This is an optimization exercise on Yosys and OpenROAD, whose aim is small area, a short achievable clock period and few clock cycles, not a production implementation.
RTL that was checked went through simulation tests only; none was proved equivalent to the original.
Power and IR drop assume default switching activity.

== job 101 ==
Design LMFE, start of the top module:
module LMFE ( clk, reset, Din, in_en, busy, out_valid, Dout, mem_cen, mem_wen, mem_addr, mem_d, mem_q);
input   clk;
input   reset;
input   in_en;
output  busy;
output  out_valid;
input   [7:0]  Din;
output  [7:0]  Dout;
output  mem_cen;
output  mem_wen;
output  [9:0]  mem_addr;
output  [7:0]  mem_d;
input   [7:0]  mem_q;
localparam S_PRE = 2'd0, S_RUN = 2'd1, S_FIN = 2'd2;
reg  [1:0]  state;
reg  [14:0] ldpos;       
reg  [2:0]  k;           
reg         busy_r, outv_r, cen_r, wen_r, seldin_r, accf;
reg  [9:0]  addr_r;
reg  [7:0]  din_r, dout_r;
assign busy      = busy_r;
assign out_valid = outv_r;
assign Dout      = dout_r;
assign mem_cen   = cen_r;
assign mem_wen   = wen_r;
assign mem_addr  = addr_r;
assign mem_d     = din_r;
wire [7:0] row6  = ldpos[14:7];
wire [6:0] ldcol = ldpos[6:0];
wire run = (state == S_RUN);
wire pre = (state == S_PRE);
wire [8:0] rr = {1'b0, row6} + {6'b0, k} - 9'd6;
wire rr_ok = ~rr[8] & ~rr[7];
  reg [7:0] P0;
  reg [7:0] P1;
  reg [7:0] P2;
  reg [7:0] P3;
  reg [7:0] P4;
  reg [7:0] P5;
  reg [7:0] P6;
  reg [7:0] P7;
  reg [7:0] P8;
  reg [7:0] P9;
  reg [7:0] P10;
  reg [7:0] P11;
  reg [7:0] P12;
  reg [7:0] P13;
  reg [7:0] P14;
  reg [7:0] P15;
  reg [7:0] P16;
  reg [7:0] P17;
  reg [7:0] P18;
  reg [7:0] P19;
  reg [7:0] P20;
  reg [7:0] P21;
  ...
Size: ~720 flip-flops.
==> flow/config.mk <==
export PLATFORM = sky130hd
export DESIGN_NAME = LMFE
export DESIGN_NICKNAME = LMFE
export VERILOG_FILES = /design/flow/design.v
export SDC_FILE = /design/flow/constraint.sdc
export NUM_CORES = 4
export LEC_CHECK = 0
export CAP_MARGIN = 20
export CORE_MARGIN = 2
export CORE_UTILIZATION = 40
export CTS_BUF_LIST = sky130_fd_sc_hd__clkbuf_16
export CTS_CLUSTER_DIAMETER = 60
export CTS_CLUSTER_SIZE = 30
export SETUP_SLACK_MARGIN = 3.1
export SLEW_MARGIN = 20
==> flow/constraint.sdc <==
create_clock -name core_clock -period 6.0 [get_ports {clk}]
set_input_delay 1.2000 -clock core_clock [delete_from_list [all_inputs] [get_ports {clk}]]
set_output_delay 1.2000 -clock core_clock [all_outputs]
set_load 0.01 [all_outputs]
standard.sh (not shown) runs the stock make flow with config.mk's settings and CLKGATE_MAP_FILE= SYNTH_SCRIPT=/design/flow/synth_recipe.tcl, a recipe that flattens the netlist after the stock synthesis.
==> flow/flow/run.sh <==
#!/bin/bash
# The standard layout (the standard.sh, unchanged synthesis script and
# settings from config.mk), except that Yosys does not extract full-adder
# cells: with ADDER_MAP_FILE empty, ORFS's synth.tcl skips extract_fa, so ABC
# maps the adder trees from plain gates (faster than sky130 fa_1 cells).
# Registers are unaffected.
set -euo pipefail
export ADDER_MAP_FILE=
bash standard.sh > standard.log 2>&1
Testbench counts of job 101, summed over its fixed seeds: cycles 1,381,296.
## Diff of input files: job 103 against job 101
--- a/flow/design.v
+++ b/flow/design.v
@@ -233,41 +233,53 @@
   assign msb[42] = P42[7];
   assign msb[43] = P43[7];
   assign msb[44] = P44[7];
   assign msb[45] = P45[7];
   assign msb[46] = P46[7];
   assign msb[47] = P47[7];
   assign msb[48] = P48[7];
 reg  [2:0] ccr;                            
-reg  [2:0] CC0, CC1, CC2, CC3, CC4, CC5;    
 reg  [5:0] sreg;                           
 reg  [6:0] colact_n;                      
 reg  [4:0] k0_n;
-reg  [2:0] ccsel;
+reg  [6:0] cmsb;
+integer ci;
+always @(*) begin
+  for (ci = 0; ci < 7; ci = ci + 1) begin
+    case (k)
+      3'd1:    cmsb[ci] = msb[1 + ci];
+      3'd2:    cmsb[ci] = msb[9 + ci];
+      3'd3:    cmsb[ci] = msb[17 + ci];
+      3'd4:    cmsb[ci] = msb[25 + ci];
+      3'd5:    cmsb[ci] = msb[33 + ci];
+      default: cmsb[ci] = msb[41 + ci];
+    endcase
+  end
+end
+wire [2:0] ccol = {2'b0, ~cmsb[0]} + {2'b0, ~cmsb[1]} + {2'b0, ~cmsb[2]} + {2'b0, ~cmsb[3]} +
+                  {2'b0, ~cmsb[4]} + {2'b0, ~cmsb[5]} + {2'b0, ~cmsb[6]};
+reg        cact;
 always @(*) begin
   case (k)
-    3'd1:    ccsel = colact_n[2] ? CC1 : 3'd0;
-    3'd2:    ccsel = colact_n[3] ? CC2 : 3'd0;
-    3'd3:    ccsel = colact_n[4] ? CC3 : 3'd0;
-    3'd4:    ccsel = colact_n[5] ? CC4 : 3'd0;
-    3'd5:    ccsel = colact_n[6] ? CC5 : 3'd0;
-    3'd6:    ccsel = colact_n[0] ? ccr : 3'd0;
-    default: ccsel = 3'd0;
+    3'd1:    cact = colact_n[1];
+    3'd2:    cact = colact_n[2];
+    3'd3:    cact = colact_n[3];
+    3'd4:    cact = colact_n[4];
+    3'd5:    cact = colact_n[5];
+    default: cact = colact_n[6];
   endcase
 end
-wire [5:0] sbase = (k == 3'd1) ? (colact_n[1] ? {3'b0, CC0} : 6'd0) : sreg;
+wire [2:0] ccsel = cact ? ccol : 3'd0;
+wire [5:0] sbase = (k == 3'd1) ? 6'd0 : sreg;
 wire [5:0] snext = sbase + {3'b0, ccsel};
-wire [5:0] sfin  = sreg + {3'b0, colact_n[0] ? ccr : 3'd0};    
+wire [5:0] sfin  = snext + {3'b0, colact_n[0] ? ccr : 3'd0};    
 always @(posedge clk) begin
   ccr <= ((k == 3'd0) ? 3'd0 : ccr) + {2'b0, ~bus[7]};
-  if (k == 3'd0) begin
-    CC0 <= ccr; CC1 <= CC0; CC2 <= CC1; CC3 <= CC2; CC4 <= CC3; CC5 <= CC4;
-  end
-  sreg <= snext;
+  sreg <= (k == 3'd6) ? sfin : snext;
   if (k == 3'd0) begin
     colact_n <= colact;
     k0_n     <= k0;
   end
 end
 wire e7 = colact_n[0] & ~msb[0];               
 wire [5:0] z7 = sreg + {5'b0, e7};
 reg lt0, lt1;
@@ -721,31 +733,32 @@
   wire cz_11;
   wire cz_12;
   assign cz_11 = cz_10 ^ cz_6 ^ pr0[14];
   assign cz_12 = (cz_10 & cz_6) | (cz_10 & pr0[14]) | (cz_6 & pr0[14]);
   wire [6:0] ya = {cz_12, cz_11, cz_8, cz_7, cz_1, pr0[1], pr0[0]};
   wire [6:0] yb = {1'b0, 1'b0, cz_9, 1'b0, 1'b0, pr0[2], 1'b0};
   assign y = ya + yb;
 wire d = ~y[6];
-wire [62:0] Fu = Flast & ~(tapl ^ {63{d}});
+wire [62:0] Fu1 = Flast & tapl;
+wire [62:0] Fu0 = Flast & ~tapl;
+wire [62:0] Fi  = {{(63-50){1'b0}}, finit, 1'b0};
 always @(posedge clk) begin
   F1 <= {F0[61:0], 1'b0};
   M1 <= M0;
   R1 <= R0;
+  F0 <= d ? (init ? Fi : {Fu1[61:0], 1'b0}) : (init ? Fi : {Fu0[61:0], 1'b0});
   if (init) begin
-    F0 <= {{(63-50){1'b0}}, finit, 1'b0};
     M0 <= minit;
     R0 <= {6'b0, d7};
-    dout_r <= {Rlast, d};
   end else begin
-    F0 <= {Fu[61:0], 1'b0};
     M0 <= d ? y[5:0] : mlast;
     R0 <= {Rlast[5:0], d};
   end
+  dout_r <= {Rlast, d};    
 end
 always @(posedge clk or posedge reset) begin
   if (reset) begin
     state    <= S_PRE;
     ldpos    <= 15'd0;
     k        <= 3'd0;
     busy_r   <= 1'b0;
     outv_r   <= 1'b0;
@@ -793,11 +806,11 @@
       end
     endcase
   end
 end
 always @(posedge clk) begin
   if ((pre || (run && k == 3'd0)) && in_en) din_r <= Din;
   if (run && k == 3'd0) accf <= in_en;
   if (pre || (run && k == 3'd6)) addr_r <= ldpos[9:0];
-  else if (run) addr_r <= {rr[2:0], ldcol};
+  else addr_r <= {rr[2:0], ldcol};
 end
 endmodule
Findings:
Share of async-settable or async-resettable flops after synthesis essentially unchanged between job 101 and job 103. Final-layout clock-cell area share: job 101 vs job 103 — no meaningful difference. Job 103 vs job 101: met3 routed wirelength up in job 103. The core utilization reported for job 103 is greater than that of job 101 by 2.0 points. Job 103 ended up with lt0 as its end point of the critical path; job 101 ended up with F0[30]. Re proportion of cell area occupied by multi-input gates: job 101 and job 103 aren't equal, and the lower value belongs to job 101. In job 103 relative to job 101, post-route total power had gone up by a little under 10%. Diff job 101 -> job 103 | row count | up slightly. Against job 101, job 103 comes in 7.6 points higher on power share of the combinational group. The critical path depth of job 103 exceeds that of job 101 by 5. On job 103: global-route usage is 1.7 points higher than what job 101 gave. Die: job 103 bigger than job 101. STATUS fmax: job 103 loses against job 101. Fraction of synthesized area in multiplexers in job 103 is 0.70 points above job 101. Detailed route wirelength on metal2 (job 103 vs. job 101) increases by more than 10%.
Only the layout flow was run in job 103; the RTL was not checked for function there.

[static timing again, ports no longer ideal]
The results above use ideal ports. As a check the final layouts listed here were re-extracted and re-timed, cells and wires unchanged. Step 1: set_driving_cell puts a clkbuf_16 on clk and a buf_2 on each other input, an assumption about the parent block. Step 2 moves the port delays by t, midway between the first and last clock arrival at a register: inputs arrive t later, outputs are due t later. That takes back most of the time a late clock gives input paths. Three values: ideal ports, drivers, drivers and shift; two values: the first two.
run | t, ns | slack for setup (ns) | latest minus earliest clock arrival (ns)
job 101 | 0.638 | 3.082 / 3.082 / 2.823 | 0.038 / 0.038
job 103 | 0.643 | 1.447 / 1.447 / 1.447 | 0.033 / 0.033
After both steps setup and hold are still met in every run listed. The setup slack of job 101, which loses most, moves by 0.000 ns with the drivers and by -0.259 ns with both steps.
